This design comes from an exercise in tuning for small area on the open sky130 flow, not from production work. Only simulation tests tie the RTL to the original design; equivalence was not proved. The clock port is modelled as an ideal driver; clocking choices that lean on that would not hold on a real chip.

## flow/design.v (module list and top-level ports; edited modules follow where they fit)
// module cordic_pipeline_rtl: 451 lines
module cordic_pipeline_rtl( clock, reset, ce, angle_in, sin_out, cos_out, valid_out );
  // ...
==> flow/flow/run.sh <==
#!/bin/bash
# Own layout flow: the standard flow (standard.sh) with three changes:
#  1. the port buffers use the smallest buffer cell (buf_1);
#  2. after the standard synthesis, the combinational cells other than full adders are
#     mapped again by Yosys/ABC for area, with a few ABC scripts; registers and their
#     names are untouched;
#  3. full adders are flipped in polarity (FA(~a,~b,~c) = ~FA(a,b,c)) where that
#     lowers the number of inverters (FIXINV_STRICT=0: some may move).
# Every rewritten netlist is checked against the standard synthesis's netlist by
# bit-parallel random simulation of every register input and every output port; the
# smallest checked netlist whose worst slack (ideal clock, no wires) is at least 0.25 ns
# (a margin for wires) is laid out; if none qualifies, the standard netlist is used.
set -uo pipefail
export PYTHONHASHSEED=0
export FIXINV_STRICT=0
export BUFFER_PORTS_ARGS="-buffer_cell sky130_fd_sc_hd__buf_1"
# the layout runs on one thread so that it is reproducible
sed 's/^make -C \(.*\) "\${@:-finish}"$/make -C \1 NUM_CORES=1 "${@:-finish}"/' standard.sh > standard1.sh
grep -q "NUM_CORES=1" standard1.sh || cp standard.sh standard1.sh
RES="$PWD/orfs/results/sky130hd/cordic_pipeline_rtl/base"
bash standard.sh "$RES/1_2_yosys.v" > standard_synth.log 2>&1 || exit 1
cp "$RES/1_2_yosys.v" "$PWD/netlist_standard.v"
BEST="$PWD/netlist_standard.v"; BESTAREA=""
for S in default flow/abc_*.abc; do
  N=$(basename "$S" .abc)
  ARG=""; [ "$S" != default ] && ARG="-script $PWD/$S"
  mkdir -p "remap_$N"
  if python3 flow/remap.py "$PWD/netlist_standard.v" "$PWD/remap_$N/remap.v" "$PWD/remap_$N" "$ARG" > "remap_$N/remap.log" 2>&1 \
     && python3 flow/fixinv.py "$PWD/remap_$N/remap.v" "$PWD/remap_$N/fixinv.v" > "remap_$N/fixinv.log" 2>&1 \
     && python3 flow/simcheck.py "$PWD/netlist_standard.v" "$PWD/remap_$N/fixinv.v" > "remap_$N/simcheck.log" 2>&1; then
    NETLIST="$PWD/remap_$N/fixinv.v" openroad -no_init -exit flow/sta.tcl > "remap_$N/sta.log" 2>&1
    WNS=$(grep -oE "^WNS \S+" "remap_$N/sta.log" | awk '{print $2}')
    AREA=$(python3 flow/area.py "$PWD/remap_$N/fixinv.v")
    echo "$N area $AREA wns $WNS" >> choose.log
    if [ -n "$WNS" ] && python3 -c "import sys; sys.exit(0 if float('$WNS') >= 0.25 and ('$BESTAREA'=='' or float('$AREA') < float('$BESTAREA')) else 1)"; then
      BEST="$PWD/remap_$N/fixinv.v"; BESTAREA=$AREA
    fi
  else
    echo "$N failed" >> choose.log
  fi
done
echo "chosen: $BEST" >> choose.log
cp "$BEST" "$RES/1_2_yosys.v"
bash standard1.sh > standard_layout.log 2>&1
==> flow/flow/abc_s3.abc <==
strash
&get -n
&fraig -x
&put
scorr
dc2
dretime
strash
&get -n
&dch -f
&nf -R 1000
&put
==> flow/flow/abc_s5.abc <==
strash
dc2
dch -f
amap
==> flow/flow/abc_s6.abc <==
strash
&get -n
&fraig -x
&put
scorr
dc2
dretime
strash
dch -f
map -a
==> flow/flow/abc_s8.abc <==
strash
&get -n
&fraig -x
&put
scorr
dc2
dretime
strash
dch -f
map -a
strash
dch -f
map -a
==> flow/flow/abc_s9.abc <==
strash
&get -n
&fraig -x
&put
scorr
dc2
dretime
strash
&get -n
&dch -f
&nf -R 1000
&put
strash
dch -f
map -a
==> flow/flow/area.py <==
#!/usr/bin/env python3
"""Total liberty cell area of a flat netlist. Usage: area.py netlist.v"""
import os, re, sys
lib = os.environ.get("FLOW_HOME", "/OpenROAD-flow-scripts/flow") + "/platforms/sky130hd/lib/sky130_fd_sc_hd__tt_025C_1v80.lib"
L = open(lib).read()
area = {m.group(1): float(m.group(2)) for m in re.finditer(r'\n    cell \("(\w+)"\) \{\s*\n(?:.*?\n)*?\s*area : ([\d.]+)', L)}
t = open(sys.argv[1]).read()
print("%.2f" % sum(area[c] for c in re.findall(r'^\s*(sky130_fd_sc_hd__\w+)\s', t, re.M)))
==> flow/flow/fixinv.py <==
#!/usr/bin/env python3
"""Remove inverters around full adders in a flat Yosys netlist of sky130 cells.

A full adder is self-dual: FA(~a,~b,~c) = (~sum, ~cout). Each fa cell may be "flipped":
it is fed the complements of its inputs and its outputs then carry the complements of the
original signals. Nets joined by inverters form classes; a class needs one inverter when
some consumer wants the polarity its driver does not give. A greedy search over flips of
single adders and of connected adder groups lowers the inverter count; the netlist is then
rewritten. Usage: fixinv.py in.v out.v
"""
import os, re, sys, collections

INV_RE = re.compile(r"sky130_fd_sc_hd__(inv|clkinv)_\d+$")
FA_RE = re.compile(r"sky130_fd_sc_hd__fa_\d+$")
OUTPINS = {"X", "Y", "Q", "Q_N", "SUM", "COUT", "HI", "LO"}

def main(src, dst):
    text = open(src).read()
    m = re.search(r"^(.*?\bmodule\b.*?\);\n)(.*)(endmodule.*)$", text, re.S)
    head, body, tail = m.group(1), m.group(2), m.group(3)
    stmts = re.split(r"(?<=;)", body)
    cells = []
    for i, s in enumerate(stmts):
        mm = re.match(r"\s*(sky130_fd_sc_hd__\w+)\s+(\S+)\s*\((.*)\)\s*;\s*$", s, re.S)
        if mm:
            pins = collections.OrderedDict((p, n.strip()) for p, n in re.findall(r"\.(\w+)\(([^()]*)\)", mm.group(3)))
            cells.append({"i": i, "type": mm.group(1), "name": mm.group(2), "pins": pins})
    # nets used outside cells (assigns) or declared as ports keep their exact polarity
    pinned = set()
    for s in stmts:
        if re.match(r"\s*sky130_fd_sc_hd__", s): continue
        if re.match(r"\s*(wire|reg)\b", s): continue
        for n in re.findall(r"(\\\S+|[A-Za-z_][\w$]*)(\s*\[\d+(?::\d+)?\])?", s):
            pinned.add(n[0]); pinned.add((n[0] + n[1].replace(" ", "")) if n[1] else n[0])
    def base(n):
        return re.sub(r"\s*\[.*$", "", n)
    drv = {}
    loads = collections.defaultdict(list)
    for c in cells:
        for p, n in c["pins"].items():
            if p in OUTPINS: drv[n] = (c, p)
            else: loads[n].append((c, p))
    isinv = lambda c: bool(INV_RE.match(c["type"]))
    isfa = lambda c: bool(FA_RE.match(c["type"]))
    # classes: follow inverters back to the root
    pol = {}; root = {}
    def find(n):
        if n in root: return root[n], pol[n]
        d = drv.get(n)
        if d and isinv(d[0]):
            r, p = find(d[0]["pins"]["A"])
            root[n], pol[n] = r, p ^ 1
        else:
            root[n], pol[n] = n, 0
        return root[n], pol[n]
    allnets = set(drv) | set(loads)
    for n in allnets: find(n)
    members = collections.defaultdict(list)
    for n in allnets: members[root[n]].append(n)
    fas = [c for c in cells if isfa(c)]
    faid = {c["name"]: k for k, c in enumerate(fas)}
    flip = [0] * len(fas)
    # a class is frozen if any member net is pinned (port/assign) or it is a constant
    def frozen(r):
        return any(n in pinned or base(n) in pinned or "'" in n for n in members[r])
    # consumers of each class: list of (cell, pin, polarity wanted relative to root)
    cons = collections.defaultdict(list)
    for n in allnets:
        for (c, p) in loads.get(n, []):
            if isinv(c): continue
            cons[root[n]].append((c, p, pol[n]))
    def drvflip(r):
        d = drv.get(r)
        if d and isfa(d[0]): return flip[faid[d[0]["name"]]]
        return 0
    def keepall(r):
        return frozen(r) or drv.get(r) is None
    def cost(r):
        f0 = drvflip(r)
        need = set()
        for (c, p, q) in cons[r]:
            need.add(q ^ (flip[faid[c["name"]]] if isfa(c) else 0))
        if keepall(r):
            # all original inverters stay; count only missing polarities
            have = {pol[n] for n in members[r]}
            return 100 * f0 + len(need - have)
        return 1 if (need - {f0}) else 0
    # classes touched by each fa
    touch = collections.defaultdict(set)
    for k, c in enumerate(fas):
        for p, n in c["pins"].items():
            if n in root: touch[k].add(root[n])
    classes = list(members)
    orig = sum(1 for c in cells if isinv(c))
    total = sum(cost(r) for r in classes)
    pass
    # groups: fas joined by direct (inverter-free or not) connections between fa pins
    adj = collections.defaultdict(set)
    for r in classes:
        ks = set()
        d = drv.get(r)
        if d and isfa(d[0]): ks.add(faid[d[0]["name"]])
        for (c, p, q) in cons[r]:
            if isfa(c): ks.add(faid[c["name"]])
        for a in ks:
            adj[a] |= ks - {a}
    base_cost = {r: cost(r) for r in classes}
    strict = os.environ.get("FIXINV_STRICT", "1") == "1"
    def try_flip(group):
        cls = set()
        for k in group: cls |= touch[k]
        before = sum(cost(r) for r in cls)
        for k in group: flip[k] ^= 1
        costs = {r: cost(r) for r in cls}
        after = sum(costs.values())
        # strict: never add an inverter where the standard netlist had none
        if after < before and not (strict and any(costs[r] > base_cost[r] for r in cls)):
            return before - after
        for k in group: flip[k] ^= 1
        return 0
    improved = True
    while improved:
        improved = False
        for k in range(len(fas)):
            if try_flip([k]): improved = True
        for k in range(len(fas)):
            for j in adj[k]:
                if j > k and try_flip([k, j]): improved = True
        # chains along carries
        for k in range(len(fas)):
            grp = [k]; cur = k
            for _ in range(12):
                nxt = [j for j in adj[cur] if j not in grp]
                if not nxt: break
                cur = nxt[0]; grp.append(cur)
                if try_flip(list(grp)): improved = True
    total = sum(cost(r) for r in classes)
    pass
    # rewrite: per class, nets for polarity 0/1
    newwires = []
    cnt = [0]
    tag = 0
    while ("fixinv%d_" % tag) in text: tag += 1
    def newnet():
        cnt[0] += 1
        nm = "_fixinv%d_%d_" % (tag, cnt[0])
        newwires.append(nm)
        return nm
    drop = set(c["name"] for c in cells if isinv(c))
    addcells = []
    for r in classes:
        polnet = {}
        for n in members[r]:
            polnet.setdefault(pol[n], n)
        f0 = drvflip(r)
        need = set()
        for (c, p, q) in cons[r]:
            need.add(q ^ (flip[faid[c["name"]]] if isfa(c) else 0))
        if frozen(r): need |= {pol[n] for n in members[r]}
        d = drv.get(r)
        if keepall(r):
            # undriven (port, constant, assign) or pinned class: keep its inverters and nets;
            # only flipped adders reading it are moved to the complement
            assert f0 == 0
            for n in members[r]:
                dd = drv.get(n)
                if dd and isinv(dd[0]): drop.discard(dd[0]["name"])
            for (c, p, q) in cons[r]:
                if isfa(c) and flip[faid[c["name"]]]:
                    want = q ^ 1
                    if want not in polnet:
                        polnet[want] = newnet()
                        addcells.append(("sky130_fd_sc_hd__inv_1", polnet[1 ^ want], polnet[want]))
                    c["pins"][p] = polnet[want]
            continue
        net = {}
        net[f0] = polnet.get(f0) or newnet()
        d[0]["pins"][d[1]] = net[f0]
        if (1 ^ f0) in need:
            net[1 ^ f0] = polnet.get(1 ^ f0) or newnet()
            addcells.append(("sky130_fd_sc_hd__inv_1", net[f0], net[1 ^ f0]))
        for (c, p, q) in cons[r]:
            want = q ^ (flip[faid[c["name"]]] if isfa(c) else 0)
            c["pins"][p] = net[want]
    out = []
    for i, s in enumerate(stmts):
        out.append(s)
    for c in cells:
        if c["name"] in drop:
            out[c["i"]] = ""
            continue
        conn = ",".join("\n    .%s(%s%s)" % (p, n, " " if n.startswith("\\") else "") for p, n in c["pins"].items())
        out[c["i"]] = "\n  %s %s (%s\n  );" % (c["type"], c["name"], conn)
    extra = "".join("\n  wire %s;" % nm for nm in newwires)
    for k, (t, a, y) in enumerate(addcells):
        extra += "\n  %s _fixinv%d_cell_%d_ (\n    .A(%s%s),\n    .Y(%s%s)\n  );" % (t, tag, k, a, " " if a.startswith("\\") else "", y, " " if y.startswith("\\") else "")
    res = head + extra + "".join(out) + "\n" + tail
    open(dst, "w").write(res)
    ninv = len(re.findall(r"sky130_fd_sc_hd__(?:inv|clkinv)_\d+ ", res))
    print("inverters after: %d" % ninv)

if __name__ == "__main__":
    main(sys.argv[1], sys.argv[2])
==> flow/flow/remap.py <==
#!/usr/bin/env python3
"""Re-map the combinational logic of a flat sky130 netlist with Yosys/ABC for area.

Registers (every sequential cell) and full-adder cells stay as they are, with their
instance names; all other cells are read as their liberty functions, flattened and mapped
again by ABC, avoiding the platform's don't-use cells.
Usage: remap.py in.v out.v workdir  (FLOW_HOME must point at ORFS's flow/ folder)"""
import os, re, sys, subprocess
flow = os.environ.get("FLOW_HOME", "/OpenROAD-flow-scripts/flow")
lib = flow + "/platforms/sky130hd/lib/sky130_fd_sc_hd__tt_025C_1v80.lib"
src, dst, wd = sys.argv[1], sys.argv[2], sys.argv[3]
abcextra = sys.argv[4] if len(sys.argv) > 4 else ""
txt = open(lib).read()
models = []
for m in re.finditer(r'\n    cell \("(\w+)"\) \{', txt):
    name = m.group(1)
    end = txt.find('\n    cell (', m.end()); body = txt[m.end(): end if end > 0 else len(txt)]
    if re.search(r'\n        (ff|latch|statetable) ', body): continue
    if re.search(r'__fa_\d', name): continue
    pins = []; outs = {}; ok = True
    for pm in re.finditer(r'\n        pin \("(\w+)"\) \{(.*?)\n        \}', body, re.S):
        d = re.search(r'direction : "(\w+)"', pm.group(2))
        if not d: continue
        f = re.search(r'function : "([^"]*)"', pm.group(2))
        pins.append((pm.group(1), d.group(1)))
        if d.group(1) == 'output':
            if not f: ok = False; break
            outs[pm.group(1)] = f.group(1)
    if not ok or not outs: continue
    s = "module %s(%s);\n" % (name, ", ".join(p for p, _ in pins))
    for p, d in pins: s += "  %s %s;\n" % (d, p)
    for o, f in outs.items(): s += "  assign %s = %s;\n" % (o, f.replace('!', '~'))
    models.append(s + "endmodule\n")
open(wd + "/remap_models.v", "w").write("".join(models))
cfg = open(flow + "/platforms/sky130hd/config.mk").read()
du = re.search(r"export DONT_USE_CELLS \+= \\(.*?)\n#", cfg, re.S).group(1)
dont = " ".join("-dont_use " + c for c in re.findall(r"sky130_fd_sc_hd__\w+", du))
ys = """read_liberty -lib {lib}
read_verilog -overwrite {wd}/remap_models.v
read_verilog {src}
hierarchy -top cordic_pipeline_rtl
flatten
techmap
opt -purge
abc -liberty {lib} {dont} ABCEXTRA
opt_clean -purge
hilomap -singleton -hicell sky130_fd_sc_hd__conb_1 HI -locell sky130_fd_sc_hd__conb_1 LO
insbuf -buf sky130_fd_sc_hd__buf_4 A X
opt_clean -purge
check
stat -liberty {lib}
write_verilog -noattr -nohex -nodec {dst}
""".format(lib=lib, wd=wd, src=src, dst=dst, dont=dont).replace("ABCEXTRA", abcextra)
open(wd + "/remap.ys", "w").write(ys)
r = subprocess.run(["yosys", "-s", wd + "/remap.ys"], stdout=open(wd + "/remap_yosys.log", "w"), stderr=subprocess.STDOUT)
sys.exit(r.returncode)
==> flow/flow/simcheck.py <==
#!/usr/bin/env python3
"""Compare two flat sky130 netlists combinationally: flop outputs and primary inputs are
driven with the same random bit-parallel words, and every flop input and primary output
must match. Usage: simcheck.py gold.v gate.v [lib]"""
import re, sys, random, collections
LIB = "/OpenROAD-flow-scripts/flow/platforms/sky130hd/lib/sky130_fd_sc_hd__tt_025C_1v80.lib"
W = 1 << 14
MASK = (1 << W) - 1

def libfuncs(path):
    txt = open(path).read()
    funcs = {}; seq = set()
    for m in re.finditer(r'\n    cell \("(\w+)"\) \{', txt):
        name = m.group(1)
        end = txt.find('\n    cell (', m.end())
        body = txt[m.end(): end if end > 0 else len(txt)]
        if re.search(r'\n        (ff|latch|statetable) ', body): seq.add(name); continue
        outs = {}
        for pm in re.finditer(r'\n        pin \("(\w+)"\) \{(.*?)\n        \}', body, re.S):
            f = re.search(r'function : "([^"]*)"', pm.group(2))
            if f and 'direction : "output"' in pm.group(2): outs[pm.group(1)] = f.group(1)
        funcs[name] = outs
    return funcs, seq

def pyexpr(f):
    f = f.replace('!', ' ~').replace('&', ' & ').replace('|', ' | ').replace('^', ' ^ ')
    f = re.sub(r'\b([A-Z]\w*)\b', r'v["\1"]', f)
    f = f.replace('1', 'MASK') if f.strip() == '1' else f
    return f

def parse(path):
    text = open(path).read()
    cells = []
    for mm in re.finditer(r"(sky130_fd_sc_hd__\w+)\s+(\S+)\s*\((.*?)\);", text, re.S):
        pins = dict((p, n.strip()) for p, n in re.findall(r"\.(\w+)\(([^()]*)\)", mm.group(3)))
        cells.append((mm.group(1), mm.group(2), pins))
    assigns = re.findall(r"assign\s+(.*?)\s*=\s*(.*?);", text)
    ins = []
    for d in re.findall(r"input\s+(\[[^\]]*\])?\s*(\S+);", text):
        if d[0]:
            hi, lo = map(int, re.match(r"\[(\d+):(\d+)\]", d[0]).groups())
            ins += ["%s[%d]" % (d[1], i) for i in range(lo, hi + 1)]
        else: ins.append(d[1])
    outs = []
    for d in re.findall(r"output\s+(\[[^\]]*\])?\s*(\S+);", text):
        if d[0]:
            hi, lo = map(int, re.match(r"\[(\d+):(\d+)\]", d[0]).groups())
            outs += ["%s[%d]" % (d[1], i) for i in range(lo, hi + 1)]
        else: outs.append(d[1])
    return cells, assigns, ins, outs

def norm(n):
    n = n.strip()
    if n.startswith("\\"): n = n[1:]
    return n.replace(" ", "")

def simulate(path, funcs, seq, stim):
    cells, assigns, ins, outs = parse(path)
    val = {"1'h0": 0, "1'h1": MASK, "1'b0": 0, "1'b1": MASK}
    for n in ins: val[norm(n)] = stim.setdefault("in:" + norm(n), random.getrandbits(W))
    flops = {}
    for t, nm, pins in cells:
        tt = t.replace("sky130_fd_sc_hd__", "")
        if t in seq:
            q = norm(pins.get("Q", ""))
            val[q] = stim.setdefault("ff:" + nm, random.getrandbits(W))
            flops[nm] = pins
    comb = [(t, nm, pins) for t, nm, pins in cells if t not in seq]
    drv = {}
    for c in comb:
        for p, n in c[2].items():
            if p in funcs[c[0]]: drv[norm(n)] = c
    asg = {norm(a): norm(b) for a, b in assigns}
    done = set()
    sys.setrecursionlimit(100000)
    def get(n):
        n = norm(n)
        if n in val: return val[n]
        if n in asg:
            val[n] = get(asg[n]); return val[n]
        c = drv.get(n)
        if c is None: raise KeyError(n)
        t, nm, pins = c
        v = {p: get(pins[p]) for p in pins if p not in funcs[t]}
        for op, f in funcs[t].items():
            e = pyexpr(f)
            r = eval(e, {"v": v, "MASK": MASK}) & MASK
            val[norm(pins[op])] = r
        return val[n]
    res = {}
    for nm, pins in flops.items():
        for p in pins:
            if p not in ("Q", "CLK", "Q_N"): res["ff:%s.%s" % (nm, p)] = get(pins[p])
    for o in outs: res["out:" + norm(o)] = get(o)
    return res

funcs, seq = libfuncs(sys.argv[3] if len(sys.argv) > 3 else LIB)
random.seed(1)
stim = {}
a = simulate(sys.argv[1], funcs, seq, stim)
b = simulate(sys.argv[2], funcs, seq, stim)
bad = [k for k in a if a[k] != b.get(k)]
print("compared %d signals x %d vectors; mismatches: %d" % (len(a), W, len(bad)))
print(bad[:10])
sys.exit(1 if bad or set(a) != set(b) else 0)
==> flow/flow/sta.tcl <==
# worst setup slack of a netlist with ideal clocks (used to choose among re-mapped netlists)
set flow $::env(FLOW_HOME)
read_lef $flow/platforms/sky130hd/lef/sky130_fd_sc_hd.tlef
read_lef $flow/platforms/sky130hd/lef/sky130_fd_sc_hd_merged.lef
read_liberty $flow/platforms/sky130hd/lib/sky130_fd_sc_hd__tt_025C_1v80.lib
read_verilog $::env(NETLIST)
link_design $::env(FLOW_TOP)
read_sdc $::env(FLOW_SDC)
puts "WNS [sta::worst_slack -max]"
==> flow/standard.sh <==
#!/bin/bash
# synth_recipe.tcl (not shown) runs the flow's synth.tcl, then flattens the netlist and writes it again
# the make line also repeats each setting of config.mk as NAME=value (left out here)
make -C /OpenROAD-flow-scripts/flow DESIGN_CONFIG=/design/flow/config.mk WORK_HOME=/design/flow/orfs CLKGATE_MAP_FILE= SYNTH_SCRIPT=/design/flow/synth_recipe.tcl "${@:-finish}"
==> flow/config.mk <==
export PLATFORM = sky130hd
export DESIGN_NAME = cordic_pipeline_rtl
export DESIGN_NICKNAME = cordic_pipeline_rtl
export VERILOG_FILES = /design/flow/design.v
export SDC_FILE = /design/flow/constraint.sdc
export NUM_CORES = 4
export LEC_CHECK = 0
export CAP_MARGIN = 0
export CORE_MARGIN = 2
export CORE_UTILIZATION = 65
export CTS_CLUSTER_DIAMETER = 100
export CTS_CLUSTER_SIZE = 25
export GPL_TIMING_DRIVEN = 1
export PLACE_DENSITY = 0.7
export SETUP_SLACK_MARGIN = 0.0
export SLEW_MARGIN = 0
==> flow/constraint.sdc <==
create_clock -name core_clock -period 4.5 [get_ports {clock}]
set_input_delay 0.9000 -clock core_clock [delete_from_list [all_inputs] [get_ports {clock}]]
set_output_delay 0.9000 -clock core_clock [all_outputs]
set_load 0.01 [all_outputs]
==> out/metrics.json, run 1 <==
{
  "outcome": {
    "outcome": "timing/DRC/antenna clean"
  },
  "clocking": {
    "worst_setup_hold_path_clk_slew_ns": 0.10,
    "holdBufCountCts": 0,
    "tritoncts": "done"
  },
  "critical_path": {
    "r2r_end": "l14_y[9]",
    "cp.buffers_inverters": 5,
    "cpLargestDelayFamily": "adder cells",
    "crit_path_max_fanout": 5,
    "cp_slowest_cell": "fa_1"
  },
  "detailed_routing": {
    "route.top_layer_used": "met4",
    "dr_drc_count": 0,
    "drtPass1Iterations": 5
  },
  "grt": {
    "grt_antenna_before_repair": 0,
    "grt.total_usage_pct": 21.6
  },
  "cells_and_area": {
    "final.clkbuf_count": 20,
    "finalCoreUtilization_pct": 72.3,
    "nonclk_buf_share_pct": 2.74,
    "multi_input_area_sq_um": 6410
  },
  "timing": {
    "fin_crit_period_ns": 4.32,
    "worst_clock_skew_ns": 0.0218,
    "timing.slew.headroom_pct": 50.3
  },
  "yosys": {
    "syn_inst": 1407
  },
  "floorplan": {
    "fp.dieW_um": 156
  }
}
==> run 2, diff against run 1 <==
--- a/flow/config.mk
+++ b/flow/config.mk
@@ -8,9 +8,9 @@
 export CAP_MARGIN = 0
 export CORE_MARGIN = 2
-export CORE_UTILIZATION = 65
+export CORE_UTILIZATION = 70
 export CTS_CLUSTER_DIAMETER = 100
-export CTS_CLUSTER_SIZE = 25
+export CTS_CLUSTER_SIZE = 30
 export GPL_TIMING_DRIVEN = 1
-export PLACE_DENSITY = 0.7
-export SETUP_SLACK_MARGIN = 0.0
+export PLACE_DENSITY = 0.75
+export SETUP_SLACK_MARGIN = 0.05
 export SLEW_MARGIN = 0
==> run 2 against run 1 <==
- worst setup slack better by 0.017 ns
- final cell count is 0.22% lower
- critical path type unchanged
- register-to-register slack better by 0.02 ns
- via count is 1.3% higher
- synthesized cell count stayed put
- die area is 7.0% lower
- still clean on timing, DRC and antenna
- non-clock buffer count is 9 higher
==> out/metrics.json, run 2 <==
{
  "outcome": {
    "outcome": "timing/DRC/antenna clean"
  },
  "timing": {
    "max_slew.worst_pin.slew_ns": 0.740,
    "setup_repair_after_global_routing_missed_its_margin": "yes",
    "fin_crit_period": {"value": 4.30, "unit": "ns", "change": "-0.0174 ns"},
    "worst_clock_skew": {"value": 0.0144, "unit": "ns", "change": "-0.00743 ns"},
    "setup_violations": 0,
    "finalCritPeriodShare_pct": 95.5,
    "report.final.slew_viol_count": 0,
    "fin_hold_ws_ns": 0.424,
    "timing.slew.headroom": {"value": 50.7, "unit": "%", "change": "+0.40 points"},
    "hold_viol": 0,
    "fmax_mhz": 233
  },
  "clocking": {
    "cts_num_sinks": 264,
    "cts_root_buf": "clkbuf_16",
    "clock_insertion_delay_worst_skew_ns": 0.48,
    "tritoncts.num_buffers": 12,
    "htree_num_levels": 1,
    "worst_setup_hold_path_clk_slew": {"value": 0.12, "unit": "ns", "change": "+0.02 ns"},
    "cts_max_path_buffers": 3,
    "tritoncts": "done"
  },
  "cells_and_area": {
    "final_cell_area_sq_um": 16400,
    "flow.area_growth_from_synthesis_pct": 8.78,
    "drive_above_1_share_pct": 8.15,
    "top_register": "l1_e",
    "finalCoreUtilization": {"value": 78.0, "unit": "%", "change": "+5.7 points"},
    "insertedDiodeCount": 0,
    "commonest_cells_after_routing_fill_and_taps_aside": "edfxtp_1 (260), inv_1 (223), nor2_1 (183)",
    "mostFrequentLayoutCell": "edfxtp_1",
    "fin_nets": 1613,
    "largest_register_ffs": 14
  },
  "flow_run": {
    "max_cap_violations": 0
  },
  "critical_path": {
    "r2r_end": "l14_y[10]",
    "worst_path_largest_cell_delay_ns": 0.56,
    "regToRegStartpoint": "l13_d[9]",
    "r2r.worst_path.cells": 24,
    "timing.critical_path.cells": "buf_6, xnor2_2, inv_2, nand2_2, nand2_2, o21ai_2, or3_4, mux2i_1, xnor2_1, inv_2, fa_1, nor2_1, inv_1, nand2_2, a21oi_2, nand2_1, nor4_2, o21ai_1, o21ai_1, inv_2, nor2_4, inv_1, o21ai_0, xor2_1",
    "crit_path_max_fanout": {"value": 5, "change": "unchanged"},
    "setup_crit_end_kind": "flop",
    "worst-r2r-setup-slack_ns": 0.20,
    "worstPathArrival_ns": 4.54,
    "cp_slowest_cell": "fa_1",
    "cp.required_ns": 4.74,
    "path_class": "flop to flop",
    "setup.worst_path.start_class": "flop"
  },
  "floorplan": {
    "die_area_sq_um": 22800,
    "fp.dieW": {"value": 151, "unit": "um", "change": "-3.5%"},
    "floorplan.initialDensity_pct": 71.7,
    "fp.dieH_um": 151,
    "ioPinCount": 40,
    "placement_rows": 53,
    "design.core.area_sq_um": 21100
  },
  "yosys": {
    "syn_inst": {"value": 1407, "change": "unchanged"},
    "syn-cell-area_sq_um": 15100,
    "ys_warn_count": 1,
    "syn_area_per_cell_sq_um": 10.7,
    "synth_fp_nets": 1515
  },
  "grt": {
    "grt_antenna_before_repair": {"value": 0, "change": "unchanged"},
    "grt.total_usage": {"value": 23.1, "unit": "%", "change": "+1.5 points"},
    "grt.overflow.total": 0,
    "grt_pass1_wl_um": 41800,
    "first_global_vias": 9446,
    "grt_start_max_net_pins": 110
  },
  "detailed_routing": {
    "dr_drc_count": {"value": 0, "change": "unchanged"},
    "final_antenna_net_count": 0,
    "dr_vias": 9678,
    "avgViaCountPerCell": 5.42,
    "drt-initial-drc-count": 379,
    "detailed_route_wire_length_per_cell_um": 14.6,
    "drtPass1Iterations": {"value": 4, "change": "-1"},
    "totalWireLength_um": 26100
  },
  "min_path": {
    "worst_hold_path_type": "flop to flop",
    "holdPathStages": 0,
    "min_delay_endpoint": "l6_d[10]",
    "hp-start": "l5_d[10]"
  },
  "placed_design": {
    "port_buffers": 39,
    "place_area_sq_um": 15800,
    "gp_congestion": 0.880,
    "hpwl_um": 19500
  }
}
[run 2: worst max-delay path: cells and delay by family, from the launching register on]
| kind | cells | cell delay, ns |
|---|---|---|
| AO/OA/AOI/OAI | 5 | 0.70 |
| XOR/XNOR | 3 | 0.39 |
| adder cells (fa/ha/maj) | 1 | 0.56 |
| buffers and inverters | 6 | 0.66 |
| flip-flops | 1 | 0.42 |
| multiplexers | 1 | 0.17 |
| AND/OR/NAND/NOR | 8 | 1.14 |
[run 2: final cells by class]
| type | instances | area [sq um] |
|---|---|---|
| repair buffers | 84 | 504 |
| clock buffers | 17 | 340 |
| fillers | 1361 | 4650 |
| multi-input cells | 903 | 6460 |
| flip-flops and latches | 264 | 7890 |
| clock inverters | 1 | 8.76 |
| well taps | 275 | 344 |
| inverters | 240 | 901 |
[run 2: worst max-delay path by stage]
stage,start,end,slack [ns],cells after the start
floorplan,l14_y[5],l15_s[10],0.27,18
global placement,l13_x[9],l14_x[8],0.03,21
detailed placement,l13_d[9],l14_y[7],-0.05,23
CTS,l14_x[6],l15_c[11],0.05,16
global route,l13_d[9],l14_y[11],-0.06,26
finish,l13_d[9],l14_y[10],0.20,24
[run 2: what timing repair did]
action / 4_1_cts / 5_1_grt
setup buffers: 5 / 16
hold buffers: 0 / 0
setup endpoints to repair: 14 / 20
gates resized for setup: 6 / 48
pin swaps: 1 / 20
endpoints found under the hold margin: 0 / 0
[run 2: through the flow]
stage,setup WS [ns],setup TNS (ns),instances
floorplan,0.273,0,1407
global placement,0.0303,0,1745
detailed placement,-0.0547,-0.221,1745
CTS,0.0505,0,1768
global route,-0.0627,-0.118,1784
finish,0.201,0,1784
[run 2: metal layers]
layer  part of all wire, %  GRT usage (%)  up-vias
li1                      -              -     4794
met4                   3.3           7.76        0
met1                    39           25.7     4613
met3                   2.8           2.23       74
met2                    55           45.9      197
met5                     0              0        -
==> run 3, diff against run 2 <==
--- a/flow/flow/run.sh
+++ b/flow/flow/run.sh
@@ -6,5 +6,5 @@
 #     names are untouched;
 #  3. full adders are flipped in polarity (FA(~a,~b,~c) = ~FA(a,b,c)) where that
-#     lowers the number of inverters (FIXINV_STRICT=0: some may move).
+#     removes inverters without adding any.
 # Every rewritten netlist is checked against the standard synthesis's netlist by
 # bit-parallel random simulation of every register input and every output port; the
@@ -13,5 +13,4 @@
 set -uo pipefail
 export PYTHONHASHSEED=0
-export FIXINV_STRICT=0
 export BUFFER_PORTS_ARGS="-buffer_cell sky130_fd_sc_hd__buf_1"
 # the layout runs on one thread so that it is reproducible
--- a/flow/config.mk
+++ b/flow/config.mk
@@ -8,9 +8,9 @@
 export CAP_MARGIN = 0
 export CORE_MARGIN = 2
-export CORE_UTILIZATION = 70
+export CORE_UTILIZATION = 75
 export CTS_CLUSTER_DIAMETER = 100
 export CTS_CLUSTER_SIZE = 30
 export GPL_TIMING_DRIVEN = 1
-export PLACE_DENSITY = 0.75
-export SETUP_SLACK_MARGIN = 0.05
+export PLACE_DENSITY = 0.8
+export SETUP_SLACK_MARGIN = 0.1
 export SLEW_MARGIN = 0
==> run 3 against run 2 <==
- the layout now fails its checks (setup timing)
- highest routed layer unchanged
- hold slack worse by 0.0049 ns
- largest cell class unchanged
- cell area up 1.1%
==> out/metrics.json, run 3 <==
{
  "detailed_routing": {
    "drtPass1Iterations": {"value": 6, "change": "+2"},
    "avgViaCountPerCell": {"value": 5.66, "change": "+4.3%"},
    "detailed_route_wire_length_per_cell": {"value": 15.6, "unit": "um", "change": "+6.6%"},
    "final_antenna_net_count": {"value": 0, "change": "unchanged"},
    "drt-initial-drc-count": {"value": 632, "change": "+67%"},
    "dr_drc_count": {"value": 0, "change": "unchanged"},
    "totalWireLength": {"value": 28100, "unit": "um", "change": "+7.6%"},
    "dr_vias": {"value": 10200, "change": "+5.3%"}
  },
  "timing": {
    "layout_setup_ws": {"value": -0.0259, "unit": "ns", "change": "-0.227 ns"},
    "fin_crit_period": {"value": 4.53, "unit": "ns", "change": "+0.227 ns"},
    "totalNegativeSetupSlack": {"value": -0.0368, "unit": "ns", "change": "-0.0368 ns"},
    "worst_clock_skew": {"value": 0.0125, "unit": "ns", "change": "-0.00188 ns"},
    "max_slew.worst_pin.slew": {"value": 0.673, "unit": "ns", "change": "-0.0665 ns"},
    "fmax": {"value": 221, "unit": "MHz", "change": "-5.0%"},
    "setup_violations": {"value": 2, "change": "+2"},
    "report.final.slew_viol_count": {"value": 0, "change": "unchanged"},
    "timing.slew.headroom": {"value": 55.1, "unit": "%", "change": "+4.4 points"},
    "hold_viol": {"value": 0, "change": "unchanged"},
    "setup_repair_after_global_routing_missed_its_margin": "yes",
    "finalCritPeriodShare": {"value": 101, "unit": "%", "change": "+5.0 points"}
  },
  "outcome": {
    "outcome": "complete, but fails checks",
    "violations": "setup timing"
  },
  "cells_and_area": {
    "drive_above_1_share": {"value": 8.56, "unit": "%", "change": "+0.41 points"},
    "insertedDiodeCount": {"value": 0, "change": "unchanged"},
    "fin_nets": {"value": 1635, "change": "+1.4%"},
    "flow.area_growth_from_synthesis_pct": 9.51,
    "commonest_cells_after_routing_fill_and_taps_aside": "edfxtp_1 (260), inv_1 (249), nand2_1 (175)",
    "mostFrequentLayoutCell": "edfxtp_1",
    "largest_register_ffs": {"value": 14, "change": "unchanged"},
    "top_register": "l1_e"
  },
  "placed_design": {
    "hpwl": {"value": 19400, "unit": "um", "change": "-0.76%"},
    "gp_congestion": {"value": 0.926, "change": "+5.3%"},
    "port_buffers": {"value": 39, "change": "unchanged"},
    "dp_worst_slack": {"value": -0.0987, "unit": "ns", "change": "-0.0439 ns"}
  },
  "yosys": {
    "syn_inst": {"value": 1428, "change": "+1.5%"},
    "synth_fp_nets": {"value": 1536, "change": "+1.4%"},
    "syn-cell-area": {"value": 15200, "unit": "sq um", "change": "+0.41%"},
    "syn_area_per_cell": {"value": 10.6, "unit": "sq um", "change": "-1.1%"},
    "ys_warn_count": {"value": 1, "change": "unchanged"}
  },
  "critical_path": {
    "crit_path_max_fanout": {"value": 4, "change": "-1"},
    "worstPathArrival": {"value": 4.76, "unit": "ns", "change": "+0.22 ns"},
    "setup_crit_end_kind": "flop",
    "setup.worst_path.start_class": "flop",
    "cp.required": {"value": 4.73, "unit": "ns", "change": "about the same"},
    "path_class": "flop to flop"
  },
  "grt": {
    "grt.total_usage": {"value": 25.0, "unit": "%", "change": "+1.9 points"},
    "grt.overflow.total": {"value": 0, "change": "unchanged"},
    "grt_start_max_net_pins": {"value": 96, "change": "-13%"},
    "first_global_vias": {"value": 9939, "change": "+5.2%"},
    "grt_antenna_before_repair": {"value": 0, "change": "unchanged"},
    "grt_pass1_wl": {"value": 43900, "unit": "um", "change": "+5.0%"}
  },
  "clocking": {
    "worst_setup_hold_path_clk_slew": {"value": 0.11, "unit": "ns", "change": "about the same"},
    "clock_insertion_delay_worst_skew": {"value": 0.48, "unit": "ns", "change": "about the same"},
    "cts_root_buf": "clkbuf_16",
    "tritoncts": "done",
    "holdBufCountCts": {"value": 0, "change": "unchanged"},
    "htree_num_levels": {"value": 1, "change": "unchanged"},
    "cts_num_sinks": {"value": 264, "change": "unchanged"},
    "cts_max_path_buffers": {"value": 3, "change": "unchanged"},
    "tritoncts.num_buffers": {"value": 12, "change": "unchanged"}
  },
  "floorplan": {
    "placement_rows": {"value": 52, "change": "-1.9%"},
    "design.core.area": {"value": 20000, "unit": "sq um", "change": "-5.0%"},
    "fp.dieW": {"value": 146, "unit": "um", "change": "-3.1%"},
    "floorplan.initialDensity": {"value": 75.7, "unit": "%", "change": "+4.1 points"},
    "die_area": {"value": 21400, "unit": "sq um", "change": "-6.1%"},
    "ioPinCount": {"value": 40, "change": "unchanged"},
    "fp.dieH": {"value": 146, "unit": "um", "change": "-3.1%"}
  },
  "min_path": {
    "worst_hold_path_type": "flop to flop"
  },
  "flow_run": {
    "max_cap_violations": {"value": 0, "change": "unchanged"}
  }
}
==> run 3: through the flow <==
stage / instance area, sq um / util (%) / hold WS, ns / instances
final: 16600 / 82.9 / 0.420 / 1801
after CTS: 16300 / 81.2 / 0.426 / 1782
after global placement: 15800 / 79.0 / 0.401 / 1756
after global routing: 16600 / 82.9 / 0.431 / 1801
after floorplan: 15200 / - / 0.400 / 1428
after detailed placement: 15800 / 79.0 / 0.405 / 1756
==> run 3: repair_timing <==
item                       in CTS  in global routing
pin swaps                       1                 15
buffers inserted                8                 19
gates resized for setup        11                 56
setup endpoints to repair      15                 23
==> run 3: routing by layer <==
layer | wire length, um | global-route usage (%) | up-vias
met4 | 1190 | 9.51 | 0
met1 | 10400 | 29.3 | 4857
li1 | - | - | 4844
met3 | 1090 | 2.44 | 119
met2 | 15400 | 47.8 | 370
met5 | 0 | 0 | -
==> run 3: final timing paths <==
check	startpoint	to	slack [ns]	cells after the start
worst max-delay path	l13_y[9]	l14_y[11]	-0.03	22
worst min-delay path	l6_d[1]	l7_d[1]	0.42	0
worst max register to register	l13_y[9]	l14_y[11]	-0.03	22
worst min register to register	l6_d[1]	l7_d[1]	0.42	0
==> run 3: layout make-up <==
| type | count | area (sq um) |
|---|---|---|
| Clock buffer | 17 | 340 |
| Clock inverter | 1 | 8.76 |
| Fill cell | 1134 | 3420 |
| Inverter | 266 | 998 |
| Multi-Input combinational cell | 898 | 6530 |
| Sequential cell | 264 | 7890 |
| Tap cell | 270 | 338 |
| Timing Repair Buffer | 85 | 520 |
==> run 3: critical path: stages, from the launching register on <==
cell and delay (ns):
edfxtp_1 0.51, o21ai_2 0.24, o21ai_1 0.14, a21boi_2 0.19
nor2_1 0.10, nand4_1 0.14, mux2i_2 0.26, xnor2_2 0.16
buf_4 0.17, fa_1 0.51, inv_1 0.10, nor2_1 0.07
o21ai_0 0.33, a21oi_1 0.13, o21ai_1 0.18, inv_1 0.10
o21ai_2 0.23, nand2_1 0.10, nor2_1 0.12, inv_1 0.09
o21ai_1 0.14, nand2_1 0.11, xnor2_1 0.15
==> run 4, diff against run 3 <==
--- a/flow/config.mk
+++ b/flow/config.mk
@@ -8,9 +8,9 @@
 export CAP_MARGIN = 0
 export CORE_MARGIN = 2
-export CORE_UTILIZATION = 75
+export CORE_UTILIZATION = 65
 export CTS_CLUSTER_DIAMETER = 100
 export CTS_CLUSTER_SIZE = 30
 export GPL_TIMING_DRIVEN = 1
-export PLACE_DENSITY = 0.8
+export PLACE_DENSITY = 0.7
 export SETUP_SLACK_MARGIN = 0.1
 export SLEW_MARGIN = 0
==> run 4 against run 3 <==
- the run now finishes clean
- die area rose by 15%
- maximum frequency grew 6.3%
- global-route usage decreased by 3.8 points
- synthesized cell count is the same
- first-iteration DRC count is 10% lower
- register-to-register slack better by 0.27 ns
- synthesized area is the same
- sequential share of layout area fell by 0.19 points
- final cell count rose by 2.8%
- highest routed layer unchanged
==> out/metrics.json, run 4 <==
{
  "timing": {
    "worst_clock_skew": {"value": 0.0165, "unit": "ns", "change": "+0.00398 ns"},
    "timing.slew.headroom": {"value": 50.8, "unit": "%", "change": "-4.3 points"},
    "setup_repair_after_global_routing_missed_its_margin": "yes",
    "hold_viol": {"value": 0, "change": "unchanged"},
    "fmax": {"value": 235, "unit": "MHz", "change": "+6.3%"},
    "max_slew.worst_pin.slew": {"value": 0.739, "unit": "ns", "change": "+0.0652 ns"},
    "fin_crit_period": {"value": 4.26, "unit": "ns", "change": "-0.269 ns"},
    "report.final.slew_viol_count": {"value": 0, "change": "unchanged"},
    "setup_violations": {"value": 0, "change": "-2"},
    "totalNegativeSetupSlack": {"value": 0, "unit": "ns", "change": "+0.0368 ns"},
    "finalCritPeriodShare": {"value": 94.6, "unit": "%", "change": "-6.0 points"}
  },
  "cells_and_area": {
    "top_register": "l1_e",
    "final_cell_area": {"value": 16700, "unit": "sq um", "change": "+0.41%"},
    "largest_register_ffs": {"value": 14, "change": "unchanged"},
    "drive_above_1_share": {"value": 8.71, "unit": "%", "change": "+0.15 points"},
    "insertedDiodeCount": {"value": 0, "change": "unchanged"},
    "flow.area_growth_from_synthesis_pct": 9.96,
    "mostFrequentLayoutCell": "edfxtp_1",
    "finalCoreUtilization": {"value": 73.3, "unit": "%", "change": "-9.7 points"},
    "commonest_cells_after_routing_fill_and_taps_aside": "edfxtp_1 (260), inv_1 (247), nand2_1 (174)",
    "fin_nets": {"value": 1643, "change": "+0.49%"}
  },
  "yosys": {
    "ys_warn_count": {"value": 1, "change": "unchanged"},
    "synth_fp_nets": {"value": 1536, "change": "unchanged"},
    "syn_area_per_cell": {"value": 10.6, "unit": "sq um", "change": "unchanged"},
    "syn_inst": {"value": 1428, "change": "unchanged"},
    "syn-cell-area": {"value": 15200, "unit": "sq um", "change": "unchanged"}
  },
  "detailed_routing": {
    "drtPass1Iterations": {"value": 7, "change": "+1"},
    "drt-initial-drc-count": {"value": 567, "change": "-10%"},
    "avgViaCountPerCell": {"value": 5.27, "change": "-6.9%"},
    "detailed_route_wire_length_per_cell": {"value": 14.0, "unit": "um", "change": "-10%"},
    "dr_vias": {"value": 9756, "change": "-4.3%"},
    "totalWireLength": {"value": 25900, "unit": "um", "change": "-7.8%"},
    "dr_drc_count": {"value": 0, "change": "unchanged"},
    "final_antenna_net_count": {"value": 0, "change": "unchanged"}
  },
  "floorplan": {
    "fp.dieH": {"value": 157, "unit": "um", "change": "+7.2%"},
    "fp.dieW": {"value": 157, "unit": "um", "change": "+7.2%"},
    "ioPinCount": {"value": 40, "change": "unchanged"},
    "design.core.area": {"value": 22800, "unit": "sq um", "change": "+14%"},
    "placement_rows": {"value": 55, "change": "+5.8%"},
    "floorplan.initialDensity": {"value": 66.6, "unit": "%", "change": "-9.1 points"},
    "die_area": {"value": 24600, "unit": "sq um", "change": "+15%"}
  },
  "grt": {
    "grt_start_max_net_pins": {"value": 134, "change": "+40%"},
    "grt_antenna_before_repair": {"value": 0, "change": "unchanged"},
    "grt_pass1_wl": {"value": 42200, "unit": "um", "change": "-4.0%"},
    "grt.overflow.total": {"value": 0, "change": "unchanged"},
    "grt.total_usage": {"value": 21.2, "unit": "%", "change": "-3.8 points"},
    "first_global_vias": {"value": 9566, "change": "-3.8%"}
  },
  "placed_design": {
    "place_area": {"value": 15900, "unit": "sq um", "change": "+0.39%"},
    "hpwl": {"value": 18800, "unit": "um", "change": "-2.9%"},
    "port_buffers": {"value": 39, "change": "unchanged"},
    "gp_congestion": {"value": 0.884, "change": "-4.5%"}
  },
  "clocking": {
    "clock_insertion_delay_worst_skew": {"value": 0.49, "unit": "ns", "change": "about the same"},
    "holdBufCountCts": {"value": 0, "change": "unchanged"},
    "tritoncts.num_buffers": {"value": 12, "change": "unchanged"},
    "worst_setup_hold_path_clk_slew": {"value": 0.12, "unit": "ns", "change": "about the same"},
    "cts_root_buf": "clkbuf_16",
    "htree_num_levels": {"value": 1, "change": "unchanged"},
    "cts_max_path_buffers": {"value": 3, "change": "unchanged"},
    "tritoncts": "done",
    "cts_num_sinks": {"value": 264, "change": "unchanged"}
  },
  "critical_path": {
    "worstPathArrival": {"value": 4.51, "unit": "ns", "change": "-0.25 ns"},
    "path_class": "flop to flop",
    "setup.worst_path.start_class": "flop",
    "setup_crit_end_kind": "flop",
    "cp.required": {"value": 4.75, "unit": "ns", "change": "+0.02 ns"},
    "crit_path_max_fanout": {"value": 7, "change": "+3"}
  },
  "min_path": {
    "worst_hold_path_type": "flop to flop"
  },
  "flow_run": {
    "max_cap_violations": {"value": 0, "change": "unchanged"}
  },
  "outcome": {
    "outcome": "timing/DRC/antenna clean"
  }
}
## run 4: stage by stage
| step | worst slack [ns] | instances | hold slack, ns |
|---|---|---|---|
| final | 0.243 | 1852 | 0.426 |
| after global placement | 0.141 | 1800 | 0.402 |
| after detailed placement | -0.0555 | 1800 | 0.405 |
| after floorplan | 0.288 | 1428 | 0.400 |
| after CTS | 0.152 | 1823 | 0.430 |
| after global routing | 0.0180 | 1852 | 0.436 |
## run 4: final timing paths
kind / startpoint / end / slack, ns / depth (start not counted)
worst min register to register: l9_d[8] / l10_d[8] / 0.43 / 0
worst max register to register: l13_y[7] / l14_x[6] / 0.24 / 24
worst max-delay path: l13_y[7] / l14_x[6] / 0.24 / 24
worst min-delay path: l9_d[8] / l10_d[8] / 0.43 / 0
## run 4: layout make-up
class | count | area, sq um
Fill cell | 1598 | 6090
Sequential cell | 264 | 7890
Tap cell | 313 | 392
Clock buffer | 17 | 340
Multi-Input combinational cell | 898 | 6480
Clock inverter | 1 | 8.76
Timing Repair Buffer | 93 | 578
Inverter | 266 | 998
## run 4: repair_timing
action,CTS,global route
setup endpoints to repair,13,23
buffers inserted,5,29
resized for setup,5,55
pin swaps,1,26
gates cloned,0,0
## run 4: worst max-delay path, cell delays in order, from the launching register on
cell	delay [ns]
edfxtp_1	0.39
inv_2	0.07
nor4_4	0.29
nand2_1	0.13
nor2_2	0.16
inv_1	0.07
nor4_2	0.24
nand2_1	0.08
o21ai_1	0.10
xor2_1	0.18
buf_4	0.16
fa_1	0.45
nand2_2	0.11
inv_1	0.05
a21oi_1	0.12
a21oi_1	0.12
nor2_1	0.11
nor3_1	0.07
or3b_2	0.50
nand2_4	0.13
nor3_2	0.07
buf_4	0.15
nor2_1	0.08
nor2_1	0.05
xor2_1	0.13
## run 4: layer usage
layer | part of all wire (%) | routed length (um) | track usage [%]
met3 | 2.9 | 753 | 1.99
met2 | 55 | 14300 | 41.2
met1 | 40 | 10400 | 25.2
met4 | 1.9 | 488 | 5.16
met5 | 0 | 0 | 0
==> run 5, diff against run 4 <==
--- a/flow/config.mk
+++ b/flow/config.mk
@@ -8,9 +8,9 @@
 export CAP_MARGIN = 0
 export CORE_MARGIN = 2
-export CORE_UTILIZATION = 65
-export CTS_CLUSTER_DIAMETER = 100
-export CTS_CLUSTER_SIZE = 30
+export CORE_UTILIZATION = 70
+export CTS_CLUSTER_DIAMETER = 90
+export CTS_CLUSTER_SIZE = 26
 export GPL_TIMING_DRIVEN = 1
-export PLACE_DENSITY = 0.7
+export PLACE_DENSITY = 0.75
 export SETUP_SLACK_MARGIN = 0.1
 export SLEW_MARGIN = 0
==> run 5 against run 4 <==
- the layout now fails its checks (setup timing)
- hold slack got worse by 0.0033 ns
- maximum frequency shrank 7.2%
- critical endpoint unchanged
==> out/metrics.json, run 5 <==
{
  "outcome": {
    "outcome": "complete, but fails checks",
    "violations": "setup timing"
  },
  "timing": {
    "report.final.slew_viol_count": {"value": 0, "change": "unchanged"},
    "max_slew.worst_pin.slew": {"value": 0.649, "unit": "ns", "change": "-0.0892 ns"},
    "fin_hold_ws": {"value": 0.423, "unit": "ns", "change": "-0.00327 ns"},
    "fmax": {"value": 218, "unit": "MHz", "change": "-7.2%"},
    "layout_setup_ws": {"value": -0.0858, "unit": "ns", "change": "-0.329 ns"},
    "hold_viol": {"value": 0, "change": "unchanged"},
    "fin_crit_period": {"value": 4.59, "unit": "ns", "change": "+0.329 ns"},
    "worst_clock_skew": {"value": 0.0189, "unit": "ns", "change": "+0.00241 ns"},
    "setup_violations": {"value": 6, "change": "+6"},
    "setup_repair_after_global_routing_missed_its_margin": "yes",
    "finalCritPeriodShare": {"value": 102, "unit": "%", "change": "+7.3 points"},
    "timing.slew.headroom": {"value": 56.7, "unit": "%", "change": "+5.9 points"}
  },
  "yosys": {
    "synth_fp_nets": {"value": 1536, "change": "unchanged"},
    "ys_warn_count": {"value": 1, "change": "unchanged"},
    "syn_area_per_cell": {"value": 10.6, "unit": "sq um", "change": "unchanged"},
    "syn-cell-area": {"value": 15200, "unit": "sq um", "change": "unchanged"},
    "syn_inst": {"value": 1428, "change": "unchanged"}
  },
  "cells_and_area": {
    "mostFrequentLayoutCell": "edfxtp_1",
    "insertedDiodeCount": {"value": 0, "change": "unchanged"},
    "drive_above_1_share": {"value": 8.16, "unit": "%", "change": "-0.55 points"},
    "largest_register_ffs": {"value": 14, "change": "unchanged"},
    "top_register": "l1_e",
    "finalCoreUtilization": {"value": 78.8, "unit": "%", "change": "+5.6 points"},
    "fin_nets": {"value": 1634, "change": "-0.55%"},
    "commonest_cells_after_routing_fill_and_taps_aside": "edfxtp_1 (260), inv_1 (250), nand2_1 (177)",
    "flow.area_growth_from_synthesis": {"value": 9.89, "unit": "%", "change": "about the same"}
  },
  "floorplan": {
    "design.core.area": {"value": 21200, "unit": "sq um", "change": "-7.1%"},
    "die_area": {"value": 22900, "unit": "sq um", "change": "-7.0%"},
    "placement_rows": {"value": 53, "change": "-3.6%"},
    "fp.dieW": {"value": 151, "unit": "um", "change": "-3.5%"},
    "floorplan.initialDensity": {"value": 71.7, "unit": "%", "change": "+5.1 points"},
    "fp.dieH": {"value": 151, "unit": "um", "change": "-3.5%"},
    "ioPinCount": {"value": 40, "change": "unchanged"}
  },
  "detailed_routing": {
    "dr_vias": {"value": 9904, "change": "+1.5%"},
    "totalWireLength": {"value": 27800, "unit": "um", "change": "+7.3%"},
    "dr_drc_count": {"value": 0, "change": "unchanged"},
    "drtPass1Iterations": {"value": 6, "change": "-1"},
    "drt-initial-drc-count": {"value": 687, "change": "+21%"},
    "final_antenna_net_count": {"value": 0, "change": "unchanged"},
    "detailed_route_wire_length_per_cell": {"value": 15.4, "unit": "um", "change": "+9.9%"},
    "avgViaCountPerCell": {"value": 5.48, "change": "+4.0%"}
  },
  "critical_path": {
    "r2r.worst_path.cells": {"value": 21, "change": "-13%"},
    "timing.critical_path.from": "l13_d[9]",
    "crit_path_end": "l14_x[6]",
    "path_class": "flop to flop",
    "worst-r2r-setup-slack": {"value": -0.09, "unit": "ns", "change": "-0.33 ns"},
    "setup_crit_end_kind": "flop",
    "cp.required": {"value": 4.76, "unit": "ns", "change": "about the same"},
    "r2r_end": "l14_x[6]",
    "regToRegStartpoint": "l13_d[9]",
    "crit_path_max_fanout": {"value": 5, "change": "-2"},
    "setup.worst_path.start_class": "flop",
    "worstPathArrival": {"value": 4.84, "unit": "ns", "change": "+0.33 ns"}
  },
  "flow_run": {
    "max_cap_violations": {"value": 0, "change": "unchanged"}
  },
  "grt": {
    "grt_antenna_before_repair": {"value": 0, "change": "unchanged"},
    "grt_start_max_net_pins": {"value": 115, "change": "-14%"},
    "grt.overflow.total": {"value": 0, "change": "unchanged"},
    "first_global_vias": {"value": 9711, "change": "+1.5%"},
    "grt_pass1_wl": {"value": 43200, "unit": "um", "change": "+2.6%"},
    "grt.total_usage": {"value": 23.8, "unit": "%", "change": "+2.6 points"}
  },
  "placed_design": {
    "gp_congestion": {"value": 0.888, "change": "+0.44%"},
    "port_buffers": {"value": 39, "change": "unchanged"},
    "hpwl": {"value": 19500, "unit": "um", "change": "+3.5%"}
  },
  "clocking": {
    "cts_max_path_buffers": {"value": 3, "change": "unchanged"},
    "tritoncts.num_buffers": {"value": 14, "change": "+2"},
    "cts_root_buf": "clkbuf_16",
    "clock_insertion_delay_worst_skew": {"value": 0.49, "unit": "ns", "change": "about the same"},
    "holdBufCountCts": {"value": 0, "change": "unchanged"},
    "worst_setup_hold_path_clk_slew": {"value": 0.11, "unit": "ns", "change": "about the same"},
    "cts_num_sinks": {"value": 264, "change": "unchanged"},
    "tritoncts": "done",
    "htree_num_levels": {"value": 1, "change": "unchanged"}
  },
  "min_path": {
    "worst_hold_path_type": "flop to flop",
    "holdPathStages": {"value": 0, "change": "unchanged"}
  }
}
-- run 5: per-stage QoR --
stage               area [sq um]  TNS, ns  worst slack [ns]  instances
global route               16700    -1.37            -0.246       1807
CTS                        16300        0             0.101       1788
global placement           15800        0             0.190       1761
detailed placement         15800   -0.259           -0.0999       1761
finish                     16700   -0.152           -0.0858       1807
floorplan                  15200        0             0.288       1428
-- run 5: worst max-delay path, stage by stage (launching register included) --
cell	delay, ns
edfxtp_1	0.46
buf_4	0.19
xnor2_4	0.18
o21ai_0	0.14
o21ai_1	0.16
inv_1	0.12
nor4_4	0.28
nand2_1	0.13
o21ai_2	0.12
xor2_4	0.14
fa_1	0.57
inv_1	0.07
fa_1	0.45
nor2_1	0.16
nor2_1	0.07
a21oi_1	0.21
xor2_1	0.39
nor3_4	0.08
buf_4	0.15
nor2_1	0.09
nor2_1	0.06
xor2_1	0.14
-- run 5: metal layers --
metal | vias to the layer above | wire (um) | GRT usage, %
met1 | 4769 | 10900 | 27.5
met2 | 230 | 15100 | 46.2
met5 | - | 0 | 0
met3 | 75 | 957 | 2.86
li1 | 4830 | - | -
met4 | 0 | 765 | 7.10
-- run 5: worst min path at each step --
stage | from | to | slack [ns]
after detailed placement | l3_d[10] | l4_d[10] | 0.40
after CTS | l8_d[10] | l9_d[10] | 0.42
after global routing | l3_d[10] | l4_d[10] | 0.43
after global placement | l5_d[9] | l6_d[9] | 0.40
after floorplan | l9_d[10] | l10_d[10] | 0.40
final | l8_d[8] | l9_d[8] | 0.42
-- run 5: timing repair --
| item | 4_1_cts | 5_1_grt |
|---|---|---|
| resized for setup | 10 | 52 |
| buffers inserted | 5 | 19 |
| endpoints found under the setup margin | 14 | 24 |
| pin swaps | 1 | 13 |
-- run 5: layout make-up --
type | count | area, sq um
inverters | 266 | 998
clock buffers | 19 | 390
clock inverters | 3 | 31.3
multi-input cells | 898 | 6530
repair buffers | 82 | 498
well taps | 275 | 344
fillers | 1297 | 4480
flip-flops and latches | 264 | 7890
==> run 6, diff against run 5 <==
--- a/flow/flow/run.sh
+++ b/flow/flow/run.sh
@@ -6,11 +6,12 @@
 #     names are untouched;
 #  3. full adders are flipped in polarity (FA(~a,~b,~c) = ~FA(a,b,c)) where that
-#     removes inverters without adding any.
+#     lowers the number of inverters (FIXINV_STRICT=0: some may move).
 # Every rewritten netlist is checked against the standard synthesis's netlist by
 # bit-parallel random simulation of every register input and every output port; the
-# smallest checked netlist whose worst slack (ideal clock, no wires) is at least 0.25 ns
+# smallest checked netlist whose worst slack (ideal clock, no wires) is at least 0.1 ns
 # (a margin for wires) is laid out; if none qualifies, the standard netlist is used.
 set -uo pipefail
 export PYTHONHASHSEED=0
+export FIXINV_STRICT=0
 export BUFFER_PORTS_ARGS="-buffer_cell sky130_fd_sc_hd__buf_1"
 # the layout runs on one thread so that it is reproducible
@@ -32,5 +33,5 @@
     AREA=$(python3 flow/area.py "$PWD/remap_$N/fixinv.v")
     echo "$N area $AREA wns $WNS" >> choose.log
-    if [ -n "$WNS" ] && python3 -c "import sys; sys.exit(0 if float('$WNS') >= 0.25 and ('$BESTAREA'=='' or float('$AREA') < float('$BESTAREA')) else 1)"; then
+    if [ -n "$WNS" ] && python3 -c "import sys; sys.exit(0 if float('$WNS') >= 0.1 and ('$BESTAREA'=='' or float('$AREA') < float('$BESTAREA')) else 1)"; then
       BEST="$PWD/remap_$N/fixinv.v"; BESTAREA=$AREA
     fi
--- a/flow/config.mk
+++ b/flow/config.mk
@@ -9,8 +9,8 @@
 export CORE_MARGIN = 2
 export CORE_UTILIZATION = 70
-export CTS_CLUSTER_DIAMETER = 90
-export CTS_CLUSTER_SIZE = 26
+export CTS_CLUSTER_DIAMETER = 100
+export CTS_CLUSTER_SIZE = 30
 export GPL_TIMING_DRIVEN = 1
 export PLACE_DENSITY = 0.75
-export SETUP_SLACK_MARGIN = 0.1
+export SETUP_SLACK_MARGIN = 0.0
 export SLEW_MARGIN = 0
==> run 6 against run 5 <==
- now clean on timing, DRC and antenna
- routed wire length shrank 8.9%
- critical path depth shrank 8
- first-iteration DRC count is 27% lower
- global-route usage is 1.7 points lower
- critical path type unchanged
- highest routed layer unchanged
==> out/metrics.json, run 6 <==
{
  "floorplan": {
    "die_area": {"value": 22700, "unit": "sq um", "change": "-0.90%"},
    "fp.dieW": {"value": 151, "unit": "um", "change": "-0.45%"},
    "design.core.area": {"value": 21000, "unit": "sq um", "change": "-0.63%"},
    "ioPinCount": {"value": 40, "change": "unchanged"}
  },
  "clocking": {
    "cts_root_buf": "clkbuf_16",
    "cts_max_path_buffers": {"value": 3, "change": "unchanged"},
    "cts_num_sinks": {"value": 264, "change": "unchanged"},
    "clock_insertion_delay_worst_skew": {"value": 0.48, "unit": "ns", "change": "about the same"}
  },
  "timing": {
    "fin_crit_period": {"value": 4.40, "unit": "ns", "change": "-0.191 ns"},
    "setup_repair_after_global_routing_missed_its_margin": "yes",
    "fmax": {"value": 228, "unit": "MHz", "change": "+4.3%"},
    "worst_clock_skew": {"value": 0.0196, "unit": "ns", "change": "+0.000742 ns"},
    "timing.slew.headroom": {"value": 38.3, "unit": "%", "change": "-18 points"},
    "setup_violations": {"value": 0, "change": "-6"}
  },
  "yosys": {
    "syn-cell-area": {"value": 15000, "unit": "sq um", "change": "-0.92%"},
    "synth_fp_nets": {"value": 1311, "change": "-15%"},
    "ys_warn_count": {"value": 1, "change": "unchanged"}
  },
  "grt": {
    "grt.overflow.total": {"value": 0, "change": "unchanged"},
    "grt_start_max_net_pins": {"value": 157, "change": "+37%"},
    "first_global_vias": {"value": 8904, "change": "-8.3%"}
  },
  "critical_path": {
    "worstPathArrival": {"value": 4.63, "unit": "ns", "change": "-0.21 ns"},
    "path_class": "flop to flop",
    "worst-r2r-setup-slack": {"value": 0.10, "unit": "ns", "change": "+0.19 ns"},
    "setup_crit_end_kind": "flop",
    "crit_path_max_fanout": {"value": 3, "change": "-2"},
    "cp.required": {"value": 4.73, "unit": "ns", "change": "-0.03 ns"}
  },
  "cells_and_area": {
    "top_register": "l1_e",
    "commonest_cells_after_routing_fill_and_taps_aside": "edfxtp_1 (260), xnor2_1 (115), nor2_1 (98)",
    "fillers": {"value": 1277, "change": "-1.5%"},
    "final-instance-count-excl-fill": {"value": 1614, "change": "-11%"},
    "flow.area_growth_from_synthesis_pct": 11.0,
    "drive_above_1_share": {"value": 10.0, "unit": "%", "change": "+1.9 points"},
    "fin_nets": {"value": 1444, "change": "-12%"}
  },
  "detailed_routing": {
    "detailed_route_wire_length_per_cell": {"value": 15.7, "unit": "um", "change": "+2.0%"},
    "final_antenna_net_count": {"value": 0, "change": "unchanged"},
    "avgViaCountPerCell": {"value": 5.60, "change": "+2.1%"},
    "totalWireLength": {"value": 25300, "unit": "um", "change": "-8.9%"},
    "dr_vias": {"value": 9036, "change": "-8.8%"}
  },
  "outcome": {
    "outcome": "timing/DRC/antenna clean"
  },
  "flow_run": {
    "max_cap_violations": {"value": 0, "change": "unchanged"}
  },
  "placed_design": {
    "dp_worst_slack": {"value": -0.0856, "unit": "ns", "change": "+0.0143 ns"},
    "hpwl": {"value": 18200, "unit": "um", "change": "-6.8%"}
  },
  "min_path": {
    "worst_hold_path_type": "flop to flop"
  }
}
==> run 6: cell count changes in the layout (fill, tap and decap cells not counted), moves of 14 or more <==
cell      previous run  this run
buf_4               41        79
xor2_1             120        96
nand2b_1             0        29
inv_1              250        85
nor2_1             172        98
o21ai_0             49        34
a21oi_1             82        47
and2_0               0        26
nand2_1            177        82
xnor2_1             45       115
nor2b_1              0        16
or2_0                0        14
==> run 6: repair_timing <==
action                                  CTS  global route
endpoints found under the setup margin    5            23
gates resized for setup                   4            43
buffers inserted                          0            29
pin swaps                                 0            17
==> run 6: through the flow <==
stage                     setup TNS [ns]  instance area (sq um)
after floorplan                        0                  15000
after global placement                 0                  15900
after detailed placement         -0.0945                  15900
after CTS                              0                  16300
after global routing              -0.708                  16700
final                                  0                  16700
==> run 6: per-layer routing <==
| metal | vias to the layer above | track usage (%) | wire length, um |
|---|---|---|---|
| li1 | 4451 | - | - |
| met2 | 151 | 42.6 | 14000 |
| met4 | 0 | 6.37 | 604 |
| met1 | 4385 | 26.1 | 9970 |
| met3 | 49 | 2.58 | 689 |
| met5 | - | 0 | 0 |
==> run 6: layout make-up <==
type	count	area, sq um	area share, %
inverter	92	345	2.07
antenna	1	2.50	0.0150
clock inverter	1	30.0	0.180
multi-input combinational	847	6980	41.8
clock buffer	15	333	1.99
timing repair buffer	119	763	4.57
sequential	264	7890	47.3
tap	275	344	2.06
==> run 6: worst paths after layout <==
check                               from  depth (start not counted)         to
worst min register to register   l9_d[9]                          0   l10_d[9]
worst max-delay path            l14_x[4]                         13  l15_c[11]
worst min-delay path             l9_d[9]                          0   l10_d[9]
worst max register to register  l14_x[4]                         13  l15_c[11]

[static timing again, ports no longer ideal]
Ports are ideal in the flow. The routed layouts listed here were re-timed in OpenROAD. Step 1: set_driving_cell puts a clkbuf_16 on clock and a buf_2 on each other input, an assumption about the parent block. Step 2, shift: input delay + t, output delay - t, t = (earliest + latest rising clock arrival at the registers) / 2. This alone moves slack from input paths to output paths. Three values: ideal ports, drivers, drivers and shift; two values: the first two.
run | t (ns) | setup WS [ns] | worst setup path at the end | clock arrival spread, ns | slew at the worst register clock pin (ns)
run 1 | 0.529 | 0.184 / 0.184 / 0.184 | register to register | 0.025 / 0.024 | 0.10 / 0.10
run 2 | 0.516 | 0.201 / 0.201 / 0.201 | register to register | 0.018 / 0.018 | 0.12 / 0.12
run 3 | 0.521 | -0.026 / -0.026 / -0.026 | register to register | 0.016 / 0.016 | 0.11 / 0.11
run 4 | 0.526 | 0.243 / 0.243 / 0.243 | register to register | 0.017 / 0.017 | 0.12 / 0.12
run 5 | 0.534 | -0.086 / -0.086 / -0.086 | register to register | 0.021 / 0.021 | 0.11 / 0.11
run 6 | 0.514 | 0.105 / 0.105 / 0.105 | register to register | 0.023 / 0.024 | 0.12 / 0.12
